Context: an optimization exercise on an open-source flow, tuned for small area, a short achievable clock period and few clock cycles per item. The choices shown serve that exercise and are no tape-out recipe.
Only simulation tests tie the RTL to the original design; equivalence was not proved.
Power is estimated from default activity; no workload was simulated.

job 607:
## top_module
module top_module(clk, reset, INIT, READY, DONE,
                  input_ram_en, input_ram_addr, input_ram_data,
                  filter_rom_en, filter_rom_addr, filter_rom_data,
                  conv_valid, conv_out);
clock: 6.0 ns
lec_check: 0
cap_margin: 20
core_margin: 2
core_utilization: 55
place_density: 0.75
setup_slack_margin: 3.4
slew_margin: 20
synth_hierarchical: 1
synth_minimum_keep_size: 0
standard.sh (not shown) runs the stock make flow with config.mk's settings and CLKGATE_MAP_FILE= SYNTH_SCRIPT=/design/flow/synth_recipe.tcl, a recipe that flattens the netlist after the stock synthesis.
==> flow/flow/run.sh <==
#!/bin/bash
# Layout flow: the standard ORFS flow (standard.sh), with two changes:
#  - the port buffers that global placement puts on every input and output are
#    sky130_fd_sc_hd__buf_1 cells (timing repair may still resize them);
#  - clock tree synthesis arguments: -sink_clustering_enable -repair_clock_nets -dont_use_dummy_load -buf_list sky130_fd_sc_hd__clkbuf_8 -sink_clustering_size 15 -sink_clustering_max_diameter 60
# The whole make output goes to flow_make.log in the work folder; ORFS also keeps
# each step's own log under orfs/logs/.
set -euo pipefail
export BUFFER_PORTS_ARGS="-buffer_cell sky130_fd_sc_hd__buf_1"
export CTS_ARGS="-sink_clustering_enable -repair_clock_nets -dont_use_dummy_load -buf_list sky130_fd_sc_hd__clkbuf_8 -sink_clustering_size 15 -sink_clustering_max_diameter 60"
bash standard.sh "BUFFER_PORTS_ARGS=$BUFFER_PORTS_ARGS" "CTS_ARGS=$CTS_ARGS" finish > flow_make.log 2>&1
In summary, job 607 completed successfully, with a layout that passed the timing, design-rule and antenna checks.
Testbench counts of job 607, summed over its fixed seeds: cycles 8,320, items 4,112.
diff inputs: job 607 => job 1913
==> flow/flow/run.sh <==
#!/bin/bash
# Layout flow: the standard ORFS flow (standard.sh), with these changes:
#  - port buffers: at the start of global placement, flow/pre_gpl.tcl removes the
#    synthesis buffers (as the standard flow does there) and puts a
#    sky130_fd_sc_hd__buf_2 on every input port and a sky130_fd_sc_hd__buf_1 on every
#    output port, in place of the standard buffer_ports call; they are kept through
#    the step's own remove_buffers and released for timing repair by
#    flow/post_gpl.tcl;
#  - clock tree synthesis arguments: -sink_clustering_enable -repair_clock_nets -dont_use_dummy_load -buf_list sky130_fd_sc_hd__clkbuf_8 -sink_clustering_size 15 -sink_clustering_max_diameter 60
# The whole make output goes to flow_make.log in the work folder; ORFS also keeps
# each step's own log under orfs/logs/.
set -euo pipefail
export CTS_ARGS="-sink_clustering_enable -repair_clock_nets -dont_use_dummy_load -buf_list sky130_fd_sc_hd__clkbuf_8 -sink_clustering_size 15 -sink_clustering_max_diameter 60"
bash standard.sh "DONT_BUFFER_PORTS=1" "PRE_GLOBAL_PLACE_TCL=$PWD/flow/pre_gpl.tcl" "POST_GLOBAL_PLACE_TCL=$PWD/flow/post_gpl.tcl" "CTS_ARGS=$CTS_ARGS" finish > flow_make.log 2>&1
==> flow/flow/post_gpl.tcl (new file) <==
# Let timing repair resize the port buffers again.
unset_dont_touch [get_cells {input* output*}]
==> flow/flow/pre_gpl.tcl (new file) <==
# Buffer every input and output port (the standard flow's buffer_ports, with chosen cells).
remove_buffers
buffer_ports -inputs -buffer_cell sky130_fd_sc_hd__buf_2
buffer_ports -outputs -buffer_cell sky130_fd_sc_hd__buf_1
set_dont_touch [get_cells {input* output*}]
puts "port buffers: [llength [get_cells {input* output*}]]"
--- outcome ---
- Summary: with job 607 as the reference, via density per instance in job 1913 moved down slightly.
- Job 1913 against job 607: simple-gate portion of the synthesized area shows no meaningful change, total wire length after detailed routing shows an increase of about 0.5%, combinational group share of total power shows no meaningful change, worst hold slack shows no meaningful change.
- ~same clock power in job 607 and job 1913
Relative to job 1913, the following input files were edited for job 3068:
--- a/flow/flow/run.sh
+++ b/flow/flow/run.sh
@@ -4,3 +4,3 @@
 #    synthesis buffers (as the standard flow does there) and puts a
-#    sky130_fd_sc_hd__buf_2 on every input port and a sky130_fd_sc_hd__buf_1 on every
+#    sky130_fd_sc_hd__buf_4 on every input port and a sky130_fd_sc_hd__buf_1 on every
 #    output port, in place of the standard buffer_ports call; they are kept through
--- a/flow/flow/pre_gpl.tcl
+++ b/flow/flow/pre_gpl.tcl
@@ -2,3 +2,3 @@
 remove_buffers
-buffer_ports -inputs -buffer_cell sky130_fd_sc_hd__buf_2
+buffer_ports -inputs -buffer_cell sky130_fd_sc_hd__buf_4
 buffer_ports -outputs -buffer_cell sky130_fd_sc_hd__buf_1
==> notes.md <==
- Every stage of the flow completed for job 3068, and the final layout passed the timing, design-rule and antenna checks.
- The number of enable flip-flop cells after synthesis was comparable across job 1913 and job 3068.
- Between job 3068 and job 1913, the average vias per placed instance does not differ in any meaningful way.
- For the fmax, job 3068 came in 4.9 MHz higher than job 1913 did.
- Total power: higher on job 3068
- Initial antenna violation count in job 3068 is 1 higher than in job 1913
- Job 3068 ended up with k1_1289 as its last element of the critical path; job 1913 ended up with k1_1288.
- Going from job 1913 to job 3068, post-layout instance area grew slightly.
- Number of iterations in the first detailed-routing pass ended up 2 higher on job 3068 than on job 1913.
- Job 1913 -> job 3068: global-route usage flat
- Of the two candidates, job 1913 has the better first-pass GRT wire length and job 3068 the worse one.
- Final standard cell utilization of the core in job 3068 vs job 1913: up 0.79 points
The inputs of job 2484 differ from those of job 3068 as listed below.
- changing PLACE_DENSITY from 0.75 to 0.6
- changing CORE_UTILIZATION from 55 to 40
==> flow/flow/run.sh <==
#!/bin/bash
# Layout flow: the standard ORFS flow (standard.sh), with two changes:
#  - the port buffers that global placement puts on every input and output are
#    sky130_fd_sc_hd__buf_1 cells (timing repair may still resize them);
#  - clock tree synthesis arguments: -sink_clustering_enable -repair_clock_nets -dont_use_dummy_load -buf_list sky130_fd_sc_hd__clkbuf_8 -sink_clustering_size 15 -sink_clustering_max_diameter 60
# The whole make output goes to flow_make.log in the work folder; ORFS also keeps
# each step's own log under orfs/logs/.
set -euo pipefail
export BUFFER_PORTS_ARGS="-buffer_cell sky130_fd_sc_hd__buf_1"
export CTS_ARGS="-sink_clustering_enable -repair_clock_nets -dont_use_dummy_load -buf_list sky130_fd_sc_hd__clkbuf_8 -sink_clustering_size 15 -sink_clustering_max_diameter 60"
bash standard.sh "BUFFER_PORTS_ARGS=$BUFFER_PORTS_ARGS" "CTS_ARGS=$CTS_ARGS" finish > flow_make.log 2>&1
removed: flow/flow/post_gpl.tcl
removed: flow/flow/pre_gpl.tcl
Findings:
Against job 3068, job 2484 comes in 0.9 points lower on combinational share of power. Comparing post-layout utilization of the core for job 3068 and job 2484, the smaller number came from job 2484. Status: total power parity (job 3068, job 2484). In the metrics for job 3068 and job 2484, the one carrying the lower sequential cell fraction of total power is job 3068. Job 2484 against job 3068: register-to-register slack decreased by 0.06 ns relative to the old numbers, number of placed cells counting well taps increased 204, buffering stage count on the worst path with inverters included closely matched the old numbers, die area saw an increase. Run comparison: job 2484 capturing instance or port of the critical path k1_1268; job 3068 capturing instance or port of the critical path k1_1289. Of job 3068 and job 2484, the higher post-placement setup slack belongs to job 3068.


Setup of build 55:
Another version of the RTL of top_module (not shown whole).
Size in the first run: ~1700 cells after synthesis, roughly 350 flip-flops, ~170 I/O pins, roughly 0.021 mm² of cells after synthesis.
==> flow/config.mk <==
export PLATFORM = sky130hd
export DESIGN_NAME = top_module
export DESIGN_NICKNAME = top_module
export VERILOG_FILES = /design/flow/design.v
export SDC_FILE = /design/flow/constraint.sdc
export NUM_CORES = 4
export LEC_CHECK = 0
export CAP_MARGIN = 20
export CORE_MARGIN = 2
export CORE_UTILIZATION = 55
export GPL_ROUTABILITY_DRIVEN = 0
export PLACE_DENSITY = 0.75
export SETUP_SLACK_MARGIN = 3.5
export SLEW_MARGIN = 20
export SYNTH_HIERARCHICAL = 1
export SYNTH_MINIMUM_KEEP_SIZE = 0
==> flow/constraint.sdc <==
create_clock -name core_clock -period 6.0 [get_ports {clk}]
set_input_delay 1.2000 -clock core_clock [delete_from_list [all_inputs] [get_ports {clk}]]
set_output_delay 1.2000 -clock core_clock [all_outputs]
set_load 0.01 [all_outputs]
==> flow/flow/run.sh <==
#!/bin/bash
# Layout flow: the standard ORFS flow (standard.sh), with these changes:
#  - port buffers: at the start of global placement, flow/pre_gpl.tcl removes the
#    synthesis buffers (as the standard flow does there) and puts a
#    sky130_fd_sc_hd__buf_2 on every input port and a sky130_fd_sc_hd__buf_1 on every
#    output port, in place of the standard buffer_ports call; they are kept through
#    the step's own remove_buffers and released for timing repair by
#    flow/post_gpl.tcl;
#  - clock tree synthesis arguments: -sink_clustering_enable -repair_clock_nets -dont_use_dummy_load -buf_list sky130_fd_sc_hd__clkbuf_8 -sink_clustering_size 15 -sink_clustering_max_diameter 60
# The whole make output goes to flow_make.log in the work folder; ORFS also keeps
# each step's own log under orfs/logs/.
set -euo pipefail
export CTS_ARGS="-sink_clustering_enable -repair_clock_nets -dont_use_dummy_load -buf_list sky130_fd_sc_hd__clkbuf_8 -sink_clustering_size 15 -sink_clustering_max_diameter 60"
bash standard.sh "DONT_BUFFER_PORTS=1" "PRE_GLOBAL_PLACE_TCL=$PWD/flow/pre_gpl.tcl" "POST_GLOBAL_PLACE_TCL=$PWD/flow/post_gpl.tcl" "CTS_ARGS=$CTS_ARGS" finish > flow_make.log 2>&1
==> flow/flow/post_gpl.tcl <==
# Let timing repair resize the port buffers again.
unset_dont_touch [get_cells {input* output*}]
==> flow/flow/pre_gpl.tcl <==
# Buffer every input and output port (the standard flow's buffer_ports, with chosen cells).
remove_buffers
buffer_ports -inputs -buffer_cell sky130_fd_sc_hd__buf_2
buffer_ports -outputs -buffer_cell sky130_fd_sc_hd__buf_1
set_dont_touch [get_cells {input* output*}]
puts "port buffers: [llength [get_cells {input* output*}]]"
Testbench counts of build 55, summed over its fixed seeds: cycles 8,320, items 4,112.
[inputs] build 41 vs build 55
Settings: a deleted GPL_ROUTABILITY_DRIVEN that had been 0; a change of SETUP_SLACK_MARGIN from 3.5 to 3.7.
diff --git a/flow/flow/run.sh b/flow/flow/run.sh
--- a/flow/flow/run.sh
+++ b/flow/flow/run.sh
@@ -3,5 +3,5 @@
 #  - port buffers: at the start of global placement, flow/pre_gpl.tcl removes the
 #    synthesis buffers (as the standard flow does there) and puts a
-#    sky130_fd_sc_hd__buf_2 on every input port and a sky130_fd_sc_hd__buf_1 on every
+#    sky130_fd_sc_hd__buf_4 on every input port and a sky130_fd_sc_hd__buf_1 on every
 #    output port, in place of the standard buffer_ports call; they are kept through
 #    the step's own remove_buffers and released for timing repair by
==> flow/flow/pre_gpl.tcl <==
# Buffer every input and output port (the standard flow's buffer_ports, with chosen cells).
remove_buffers
buffer_ports -inputs -buffer_cell sky130_fd_sc_hd__buf_4
buffer_ports -outputs -buffer_cell sky130_fd_sc_hd__buf_1
set_dont_touch [get_cells {input* output*}]
puts "port buffers: [llength [get_cells {input* output*}]]"
Notes after the runs:
Min portion of total power attributed to the clock network across build 55 and build 41: build 41. Share of post-route cells with drive strength above 1 ended up 25 points higher on build 41 than on build 55. Area used by sequential logic in the layout in build 41 is 1.2% above build 55. For design area, dividing the value from build 41 by the value from build 55 gives 1.10. Compare build 55 and build 41 | share of the clock period used by the worst path after layout higher: build 41. Summary — relative area change from synthesis to final layout, build 41 relative to build 55: higher, by 11 points. Compare build 55 and build 41 | placement-stage worst setup slack lower: build 55.
The following lists how build 10 was set up differently from build 41:
Settings: swapping 3.7 for 3.5 in SETUP_SLACK_MARGIN.
diff --git a/flow/flow/run.sh b/flow/flow/run.sh
--- a/flow/flow/run.sh
+++ b/flow/flow/run.sh
@@ -3,5 +3,5 @@
 #  - port buffers: at the start of global placement, flow/pre_gpl.tcl removes the
 #    synthesis buffers (as the standard flow does there) and puts a
-#    sky130_fd_sc_hd__buf_4 on every input port and a sky130_fd_sc_hd__buf_1 on every
+#    sky130_fd_sc_hd__buf_1 on every input port and a sky130_fd_sc_hd__buf_1 on every
 #    output port, in place of the standard buffer_ports call; they are kept through
 #    the step's own remove_buffers and released for timing repair by
==> flow/flow/pre_gpl.tcl <==
# Buffer every input and output port (the standard flow's buffer_ports, with chosen cells).
remove_buffers
buffer_ports -inputs -buffer_cell sky130_fd_sc_hd__buf_1
buffer_ports -outputs -buffer_cell sky130_fd_sc_hd__buf_1
set_dont_touch [get_cells {input* output*}]
puts "port buffers: [llength [get_cells {input* output*}]]"
Notes after the runs:
- Build 41 → build 10: internal power contribution has decreased; layout-stage area growth over the synthesis result went down.
- Summary of build 10 over build 41: final max-slew violation count was more or less identical; sequential share of layout area went up by 2.1 points; global-route usage went down by 0.47 points.
- Signal arrival time at the worst endpoint (higher): build 41
- A startpoint of the most critical setup path of g_q is what build 41 shows, while input_ram_data[11] belongs to build 10.
Setup changes, build 10 to build 22
Settings: PLACE_DENSITY changed from 0.75 to 0.8; CORE_UTILIZATION changed from 55 to 60.
diff --git a/flow/flow/run.sh b/flow/flow/run.sh
--- a/flow/flow/run.sh
+++ b/flow/flow/run.sh
@@ -3,5 +3,5 @@
 #  - port buffers: at the start of global placement, flow/pre_gpl.tcl removes the
 #    synthesis buffers (as the standard flow does there) and puts a
-#    sky130_fd_sc_hd__buf_1 on every input port and a sky130_fd_sc_hd__buf_1 on every
+#    sky130_fd_sc_hd__buf_4 on every input port and a sky130_fd_sc_hd__buf_1 on every
 #    output port, in place of the standard buffer_ports call; they are kept through
 #    the step's own remove_buffers and released for timing repair by
==> flow/flow/pre_gpl.tcl <==
# Buffer every input and output port (the standard flow's buffer_ports, with chosen cells).
remove_buffers
buffer_ports -inputs -buffer_cell sky130_fd_sc_hd__buf_4
buffer_ports -outputs -buffer_cell sky130_fd_sc_hd__buf_1
set_dont_touch [get_cells {input* output*}]
puts "port buffers: [llength [get_cells {input* output*}]]"
Results
Build 22 closes out successfully: all stages finished, all timing, DRC and antenna checks passed.
Final period demand of the worst path: build 22 and build 10 compared, higher one is build 10
Build 22 vs build 10: first-pass GRT wire length up
Re number of nets produced by synthesis: no difference whatsoever between build 22 and build 10.
First-iteration DRC count: higher on build 22
Row vertical die dimension: build 22 lower / build 10 higher
Row clock latency on the worst-skew pair: build 22 higher / build 10 lower


Starting RTL as in the previous note.
export LEC_CHECK = 0
export CAP_MARGIN = 20
export CORE_MARGIN = 2
export CORE_UTILIZATION = 55
export PLACE_DENSITY = 0.75
export SETUP_SLACK_MARGIN = 3.5
export SLEW_MARGIN = 20
export SYNTH_HIERARCHICAL = 1
export SYNTH_MINIMUM_KEEP_SIZE = 0
create_clock -name core_clock -period 6.0 [get_ports {clk}]
==> flow/flow/run.sh <==
#!/bin/bash
# Layout flow: the standard ORFS flow (standard.sh), with these changes:
#  - synthesis and floorplan run first with SETUP_SLACK_MARGIN=0 (the floorplan's
#    timing repair, which sees no wires yet, then upsizes less); the later
#    steps use config.mk's margin;
#  - port buffers: at the start of global placement, flow/pre_gpl.tcl removes the
#    synthesis buffers (as the standard flow does there) and puts a
#    sky130_fd_sc_hd__buf_4 on every input port and a sky130_fd_sc_hd__buf_1 on every
#    output port, in place of the standard buffer_ports call; they are kept through
#    the step's own remove_buffers and released for timing repair by
#    flow/post_gpl.tcl;
#  - clock tree synthesis arguments: -sink_clustering_enable -repair_clock_nets -dont_use_dummy_load -buf_list sky130_fd_sc_hd__clkbuf_8 -sink_clustering_size 15 -sink_clustering_max_diameter 60
# make's output goes to flow_make_floorplan.log and flow_make.log in the work
# folder; ORFS also keeps each step's own log under orfs/logs/.
set -euo pipefail
export CTS_ARGS="-sink_clustering_enable -repair_clock_nets -dont_use_dummy_load -buf_list sky130_fd_sc_hd__clkbuf_8 -sink_clustering_size 15 -sink_clustering_max_diameter 60"
ARGS=("DONT_BUFFER_PORTS=1" "PRE_GLOBAL_PLACE_TCL=$PWD/flow/pre_gpl.tcl" "POST_GLOBAL_PLACE_TCL=$PWD/flow/post_gpl.tcl" "CTS_ARGS=$CTS_ARGS")
bash standard.sh "${ARGS[@]}" "SETUP_SLACK_MARGIN=0" floorplan > flow_make_floorplan.log 2>&1
bash standard.sh "${ARGS[@]}" finish > flow_make.log 2>&1
==> flow/flow/pre_gpl.tcl <==
# Buffer every input and output port (the standard flow's buffer_ports, with chosen cells).
remove_buffers
buffer_ports -inputs -buffer_cell sky130_fd_sc_hd__buf_4
buffer_ports -outputs -buffer_cell sky130_fd_sc_hd__buf_1
set_dont_touch [get_cells {input* output*}]
puts "port buffers: [llength [get_cells {input* output*}]]"
Scripts as last shown in full above: flow/flow/post_gpl.tcl
Testbench counts at the start, summed over its fixed seeds: cycles 8,320, items 4,112.
Edit:
==> flow/flow/run.sh (replaced) <==
#!/bin/bash
# Layout flow: the standard ORFS flow (standard.sh), with these changes:
#  - port buffers: at the start of global placement, flow/pre_gpl.tcl removes the
#    synthesis buffers (as the standard flow does there) and puts a
#    sky130_fd_sc_hd__buf_4 on every input port and a sky130_fd_sc_hd__buf_1 on every
#    output port, in place of the standard buffer_ports call; they are kept through
#    the step's own remove_buffers and released for timing repair by
#    flow/post_gpl.tcl;
#  - clock tree synthesis arguments: -sink_clustering_enable -repair_clock_nets -dont_use_dummy_load -buf_list sky130_fd_sc_hd__clkbuf_8 -sink_clustering_size 15 -sink_clustering_max_diameter 60
# The whole make output goes to flow_make.log in the work folder; ORFS also keeps
# each step's own log under orfs/logs/.
set -euo pipefail
export CTS_ARGS="-sink_clustering_enable -repair_clock_nets -dont_use_dummy_load -buf_list sky130_fd_sc_hd__clkbuf_8 -sink_clustering_size 15 -sink_clustering_max_diameter 60"
bash standard.sh "DONT_BUFFER_PORTS=1" "PRE_GLOBAL_PLACE_TCL=$PWD/flow/pre_gpl.tcl" "POST_GLOBAL_PLACE_TCL=$PWD/flow/post_gpl.tcl" "CTS_ARGS=$CTS_ARGS" finish > flow_make.log 2>&1
Settings changed: CORE_UTILIZATION 55 to 50, PLACE_DENSITY 0.75 to 0.7.
=> Power went up by about 3.6%; global-route usage went down by 2.0 points; maximum frequency went up by about 2.2%; final cell count went up by about 1.3%; via count went down by 2.7%; wire length went up by about 3.7%; first-iteration DRC count went down by about 26%; synthesized area does not change; clock-buffer cell count went up by 7.
Edit:
Settings changed: CORE_UTILIZATION 50 to 55, PLACE_DENSITY 0.7 to 0.75.
Clock power came out lower by about 4%. Power falls by 1.3%. Global-route usage came out higher by 2.1 points. Final cell count came out lower by 1.2%.
Edit:
--- a/flow/flow/run.sh
+++ b/flow/flow/run.sh
@@ -13,2 +13,2 @@
 export CTS_ARGS="-sink_clustering_enable -repair_clock_nets -dont_use_dummy_load -buf_list sky130_fd_sc_hd__clkbuf_8 -sink_clustering_size 15 -sink_clustering_max_diameter 60"
-bash standard.sh "DONT_BUFFER_PORTS=1" "PRE_GLOBAL_PLACE_TCL=$PWD/flow/pre_gpl.tcl" "POST_GLOBAL_PLACE_TCL=$PWD/flow/post_gpl.tcl" "CTS_ARGS=$CTS_ARGS" finish > flow_make.log 2>&1
+bash standard.sh "DONT_BUFFER_PORTS=1" "PRE_GLOBAL_PLACE_TCL=$PWD/flow/pre_gpl.tcl" "POST_GLOBAL_PLACE_TCL=$PWD/flow/post_gpl.tcl" "CTS_ARGS=$CTS_ARGS" "POST_GLOBAL_ROUTE_TCL=$PWD/flow/post_grt.tcl" finish > flow_make.log 2>&1
==> flow/flow/post_grt.tcl (new file) <==
# Area recovery after global routing: downsize cells on paths whose slack exceeds
# the flow's setup margin (repair_timing's power-recovery mode), then reroute the
# changed nets and rewrite the route guides.
global_route -start_incremental
repair_timing -recover_power 100 -setup_margin $::env(SETUP_SLACK_MARGIN) -verbose
global_route -end_incremental
estimate_parasitics -global_routing
report_worst_slack -max
write_guides $::env(RESULTS_DIR)/route.guide
The changed run finished clean.
Total power shrinks slightly.
Sequential share of layout area grows by 0.38 points.
Non-clock buffer count does not change.
First-iteration DRC count grows by roughly a tenth.
Utilization shrinks by 0.84 points.
Setup slack degrades by 0.84 ns.
Final cell count stays the same.
Wire length barely changes.
Clock power is about the same.
Critical path depth grows by 6.
Area after synthesis does not change.

what the ideal ports hide:
How much do the figures lean on ideal ports? The routed layouts below were timed once more, with nothing changed but the port constraints. Step 1 (the two cells are an assumption about what drives the block):
set clk [get_ports {clk}]
set_driving_cell -lib_cell sky130_fd_sc_hd__clkbuf_16 $clk
set_driving_cell -lib_cell sky130_fd_sc_hd__buf_2 [delete_from_list [all_inputs] $clk]
Step 2 moves the port delays by t, midway between the first and last clock arrival at a register: inputs arrive t later, outputs are due t later. That takes back most of the time a late clock gives input paths. a / b / c = no drivers / after step 1 / after step 2; a / b = the first two.
run	t (ns)	slack for setup (ns)	worst setup path at the end	worst data-port slew with drivers (ns)	pins driven straight from the clock port
job 607	0.635	3.393 / 3.418 / 2.782	input to register	0.05	1
job 1913	0.627	3.396 / 3.412 / 2.785	input to register	0.05	1
job 3068	0.615	3.429 / 3.447 / 2.837	input to register	0.05	1
job 2484	0.662	3.358 / 3.393 / 2.731	input to register	0.06	1
build 55	0.655	3.500 / 3.500 / 2.895	input to register	0.04	1
build 41	0.645	3.491 / 3.491 / 3.062	input to register	0.07	1
build 10	0.588	3.467 / 3.489 / 2.901	input to register	0.09	1
build 22	0.599	3.522 / 3.522 / 3.004	input to register	0.05	1
the first run of note 3	0.641	3.459 / 3.459 / 2.894	input to register	0.04	1
the second run of note 3	0.633	3.514 / 3.514 / 3.053	input to register	0.05	1
the third run of note 3	0.602	3.527 / 3.527 / 2.990	input to register	0.05	1
the fourth run of note 3	0.601	2.692 / 2.692 / 2.355	input to register	0.04	1
After both steps setup and hold are still met in every run listed. For job 2484, which loses most, drivers alone change the setup slack by +0.035 ns; drivers and shift together by -0.627 ns.
